Source: an optimization exercise on an open RTL-to-GDS flow (aim: small area and a short achievable clock period). Production flows keep margins and buffers that such runs may drop. In this exercise RTL edits were held to simulation tests only and were not proved equivalent to the original. The flow treats the clock pin as an ideal source. Dropping or thinning the clock tree relies on that and would not hold on a real chip. No activity file was given, so power comes from the tool's default toggle rates.

== job 3127 ==
Design Extra2LPTop, start of the top module:
module Extra2LPTop(
    input clk,
    input rst,
    input [31:0] A_in,
    input [31:0] B_in,
    input [31:0] C_in,
    output [35:0] Q
    );
Size: ~530 cells after synthesis, ~140 flip-flops, about 130 I/O pins.
clock: 4.0 ns
lec_check: 0
abc_area: 1
cap_margin: 20
core_margin: 2
core_utilization: 60
place_density: 0.75
setup_slack_margin: 2.4
slew_margin: 20
standard.sh (not shown) runs the stock make flow with config.mk's settings and CLKGATE_MAP_FILE= SYNTH_SCRIPT=/design/flow/synth_recipe.tcl, a recipe that flattens the netlist after the stock synthesis.
==> flow/flow/run.sh <==
#!/bin/bash
# Standard ORFS layout (the standard.sh, standard synthesis), with:
#  - port buffers of sky130_fd_sc_hd__buf_1 instead of the default delay buffer
#  - a two-level clock tree (flow/clocktree.tcl, run as the CTS step's PRE hook):
#    the clock port drives four clkbuf_16, each driving two clkbuf_8 that drive
#    an eighth of the flip-flops each; the CTS step's timing repair and placement
#    run as usual
cp standard.sh standard_sh.log
export BUFFER_PORTS_ARGS="-buffer_cell sky130_fd_sc_hd__buf_1"
export PRE_CTS_TCL="$PWD/flow/clocktree.tcl"
bash standard.sh > standard.log 2>&1
==> flow/flow/clocktree.tcl <==
# PRE_CTS_TCL hook: a two-level clock tree built by hand, in place of
# clock_tree_synthesis. The clock port drives four top buffers; each drives
# the leaf buffers of one quarter of the flip-flops (split at the median x,
# then the median y); each leaf buffer drives an equal share of its quarter
# (split again at medians) and sits at its group's centroid. Every
# flip-flop is two buffers from the port, so the tree adds no intended skew.
set top_cell  sky130_fd_sc_hd__clkbuf_16
set leaf_cell sky130_fd_sc_hd__clkbuf_8
set nleaf 2                   ;# leaf buffers per quarter: 1, 2 or 4
set block [ord::get_db_block]
set db [ord::get_db]
set clknet [$block findNet clk]
set sinks {}
foreach it [$clknet getITerms] {
  if {[$it isInputSignal]} {
    set xy [$it getAvgXY]
    lappend sinks [list $it [lindex $xy 1] [lindex $xy 2]]
  }
}
puts "manual clock tree: [llength $sinks] sinks"
proc split_half {lst idx} {
  set s [lsort -real -index $idx $lst]
  set n [expr {[llength $s] / 2}]
  return [list [lrange $s 0 [expr {$n - 1}]] [lrange $s $n end]]
}
# split along the wider side of the group's bounding box
proc split_wide {lst} {
  set xs [lsort -real [lmap s $lst {lindex $s 1}]]
  set ys [lsort -real [lmap s $lst {lindex $s 2}]]
  if {[lindex $xs end] - [lindex $xs 0] >= [lindex $ys end] - [lindex $ys 0]} {
    return [split_half $lst 1]
  }
  return [split_half $lst 2]
}
proc centroid {lst} {
  set sx 0; set sy 0
  foreach s $lst { set sx [expr {$sx + [lindex $s 1]}]; set sy [expr {$sy + [lindex $s 2]}] }
  return [list [expr {int($sx / [llength $lst])}] [expr {int($sy / [llength $lst])}]]
}
proc add_buffer {cell name loc innet} {
  set block [ord::get_db_block]
  set db [ord::get_db]
  set inst [odb::dbInst_create $block [$db findMaster $cell] $name]
  $inst setLocation [lindex $loc 0] [lindex $loc 1]
  $inst setPlacementStatus PLACED
  set net [odb::dbNet_create $block "${name}_net"]
  $net setSigType CLOCK
  [$inst findITerm A] connect $innet
  [$inst findITerm X] connect $net
  return $net
}
set quarters {}
foreach hx [split_half $sinks 1] {
  foreach hy [split_half $hx 2] { lappend quarters $hy }
}
set q 0
foreach g $quarters {
  set leaves [list $g]
  while {[llength $leaves] < $nleaf} {
    set next {}
    foreach l $leaves { lappend next {*}[split_wide $l] }
    set leaves $next
  }
  set topnet [add_buffer $top_cell "clkbuf_man_$q" [centroid $g] $clknet]
  set k 0
  foreach l $leaves {
    set net [add_buffer $leaf_cell "clkbuf_man_${q}_$k" [centroid $l] $topnet]
    foreach s $l {
      set it [lindex $s 0]
      $it disconnect
      $it connect $net
    }
    puts "manual clock tree: leaf buffer ${q}_$k drives [llength $l] sinks"
    incr k
  }
  incr q
}
$clknet setSigType CLOCK
set_propagated_clock [all_clocks]
# the tree is built: skip the tool's own clock tree synthesis
rename clock_tree_synthesis clock_tree_synthesis_unused
proc clock_tree_synthesis {args} { puts "clock_tree_synthesis skipped (manual tree)" }
Input-level comparison between job 4361 and job 3127:
diff --git a/flow/flow/run.sh b/flow/flow/run.sh
--- a/flow/flow/run.sh
+++ b/flow/flow/run.sh
@@ -5 +5 @@
-#    the clock port drives four clkbuf_16, each driving two clkbuf_8 that drive
+#    the clock port drives four clkbuf_4, each driving two clkbuf_8 that drive
diff --git a/flow/flow/clocktree.tcl b/flow/flow/clocktree.tcl
--- a/flow/flow/clocktree.tcl
+++ b/flow/flow/clocktree.tcl
@@ -7 +7 @@
-set top_cell  sky130_fd_sc_hd__clkbuf_16
+set top_cell  sky130_fd_sc_hd__clkbuf_4
- Looking at slew of the pin with the lowest slew margin, job 4361 sits 0.0064 ns above job 3127.
- Job 4361 ends up with a storage element area that is 0.30% higher than in job 3127.
- Cell area for job 4361: 2.2% up relative to job 3127
- Job 4361: proportion of power drawn by combinational gates is 3.3 points higher than what job 3127 reported.
- Compared to job 3127, the routing of job 4361 uses more wire.
- Job 4361 vs. job 3127: met1 capacity usage during global routing fell by 0.19 points; number of non-clock inverters in the layout stayed essentially flat; worst hold slack stayed essentially flat.
- Of job 4361 and job 3127, job 3127 shows the lower final critical delay including setup and external delays, with job 4361 above it.
What job 4207 does differently from job 4361 at the input level:
diff --git a/flow/flow/run.sh b/flow/flow/run.sh
--- a/flow/flow/run.sh
+++ b/flow/flow/run.sh
@@ -5 +5 @@
-#    the clock port drives four clkbuf_4, each driving two clkbuf_8 that drive
+#    the clock port drives four clkbuf_8, each driving two clkbuf_8 that drive
diff --git a/flow/flow/clocktree.tcl b/flow/flow/clocktree.tcl
--- a/flow/flow/clocktree.tcl
+++ b/flow/flow/clocktree.tcl
@@ -7 +7 @@
-set top_cell  sky130_fd_sc_hd__clkbuf_4
+set top_cell  sky130_fd_sc_hd__clkbuf_8
[summary]
- Higher maximum frequency goes to job 4207 over job 4361.
- Relative to job 4361, the final critical-path share of the clock period of job 4207 is lower by 0.21 points.
- Job 4207 ends up with a design area that is about 2.6% lower than in job 4361.
- Changes observed in job 4207 relative to job 4361: wire length of the first global-routing pass shrank by 0.34%, setup slack grew by 0.0084 ns.
- The run showing the greater count of filler cells inserted in the layout is job 4207.
- Job 4207 ended up with a lower clock skew than job 4361 did.
- The detailed-route DRC error count on job 4361 is in line with that on job 4207.
- Looking at core occupancy in the finished layout, job 4207 sits 1.9 points below job 4361.
- Of the two values seen for master of the slowest instance on the critical path, sky130_fd_sc_hd__dfxtp_2 was produced by job 4361 and sky130_fd_sc_hd__dfxtp_1 by job 4207.
- There was hardly any difference in total global routing track utilization between job 4207 and job 4361.
[inputs] job 2446 vs job 4207
diff --git a/flow/flow/run.sh b/flow/flow/run.sh
--- a/flow/flow/run.sh
+++ b/flow/flow/run.sh
@@ -5 +5 @@
-#    the clock port drives four clkbuf_8, each driving two clkbuf_8 that drive
+#    the clock port drives four clkbuf_16, each driving two clkbuf_8 that drive
diff --git a/flow/flow/clocktree.tcl b/flow/flow/clocktree.tcl
--- a/flow/flow/clocktree.tcl
+++ b/flow/flow/clocktree.tcl
@@ -7 +7 @@
-set top_cell  sky130_fd_sc_hd__clkbuf_8
+set top_cell  sky130_fd_sc_hd__clkbuf_16
diff --git a/flow/config.mk b/flow/config.mk
--- a/flow/config.mk
+++ b/flow/config.mk
@@ -11,0 +12 @@
+export GPL_TIMING_DRIVEN = 0
--- outcome ---
- Relative to job 4207, job 2446 degrades final area.
- Utilization after layout, job 2446 and job 4207, lower one = job 4207.
- Summary: with job 4207 as the reference, number of violations reported at the end of detailed-routing iteration 0 in job 2446 moved down by a few percent.
- Post-synthesis cell area came out exactly the same in job 2446 and job 4207.
- Diff job 4207 -> job 2446: number of inserted filler cells in the final layout -6.0%; final cell count climbed about 2%; clock share of power rose 1.7 points.
- The higher maximum frequency of job 2446 and job 4207 is in job 4207.
- Diff job 4207 -> job 2446: vias after detailed routing went up; worst-case hold slack level; combinational share of power has increased.
Edits applied to the flow inputs when going from job 2446 to job 3176:
diff --git a/flow/config.mk b/flow/config.mk
--- a/flow/config.mk
+++ b/flow/config.mk
@@ -12 +12 @@
-export GPL_TIMING_DRIVEN = 0
+export GPL_ROUTABILITY_DRIVEN = 0
The share of the cycle needed by the critical path after routing on job 3176 is in line with that on job 2446. Comparing largest net degree at the start of global routing for job 3176 and job 2446, the smaller number came from job 2446. Compared with job 2446, job 3176 shows share of the final layout cell area in multi-input gates higher by 0.63 points. There was hardly any difference in total length of routed wires between job 3176 and job 2446.
In every run of this note, the design's own scripts or RTL, not TritonCTS, make the clock network.

## separate check: timing with driven ports
In the flow no input, the clock included, has a driving cell. The finished layouts below were timed again as built, in two steps. Step 1 sets driving cells, clkbuf_16 on the clock port and buf_2 on the other inputs (assumed; they add their load-dependent delay and slew). Step 2, shift: input delay + t, output delay - t, t = (earliest + latest rising clock arrival at the registers) / 2. This alone moves slack from input paths to output paths. Three values: no drivers, after step 1, after step 2; two values: the first two.
| run | t, ns | setup WS [ns] | worst register clock-pin slew, ns | cell pins on the clock port's net |
|---|---|---|---|---|
| job 3127 | 0.353 | 2.435 / 2.354 / 2.198 | 0.11 / 0.11 | 4 |
| job 4361 | 0.355 | 2.427 / 2.370 / 2.197 | 0.11 / 0.11 | 4 |
| job 4207 | 0.342 | 2.435 / 2.370 / 2.197 | 0.10 / 0.10 | 4 |
| job 2446 | 0.357 | 2.430 / 2.348 / 2.174 | 0.11 / 0.11 | 4 |
| job 3176 | 0.353 | 2.435 / 2.354 / 2.198 | 0.11 / 0.11 | 4 |
After both steps setup and hold are still met in every run listed. For job 2446, which loses most, drivers alone change the setup slack by -0.082 ns; drivers and shift together by -0.256 ns.
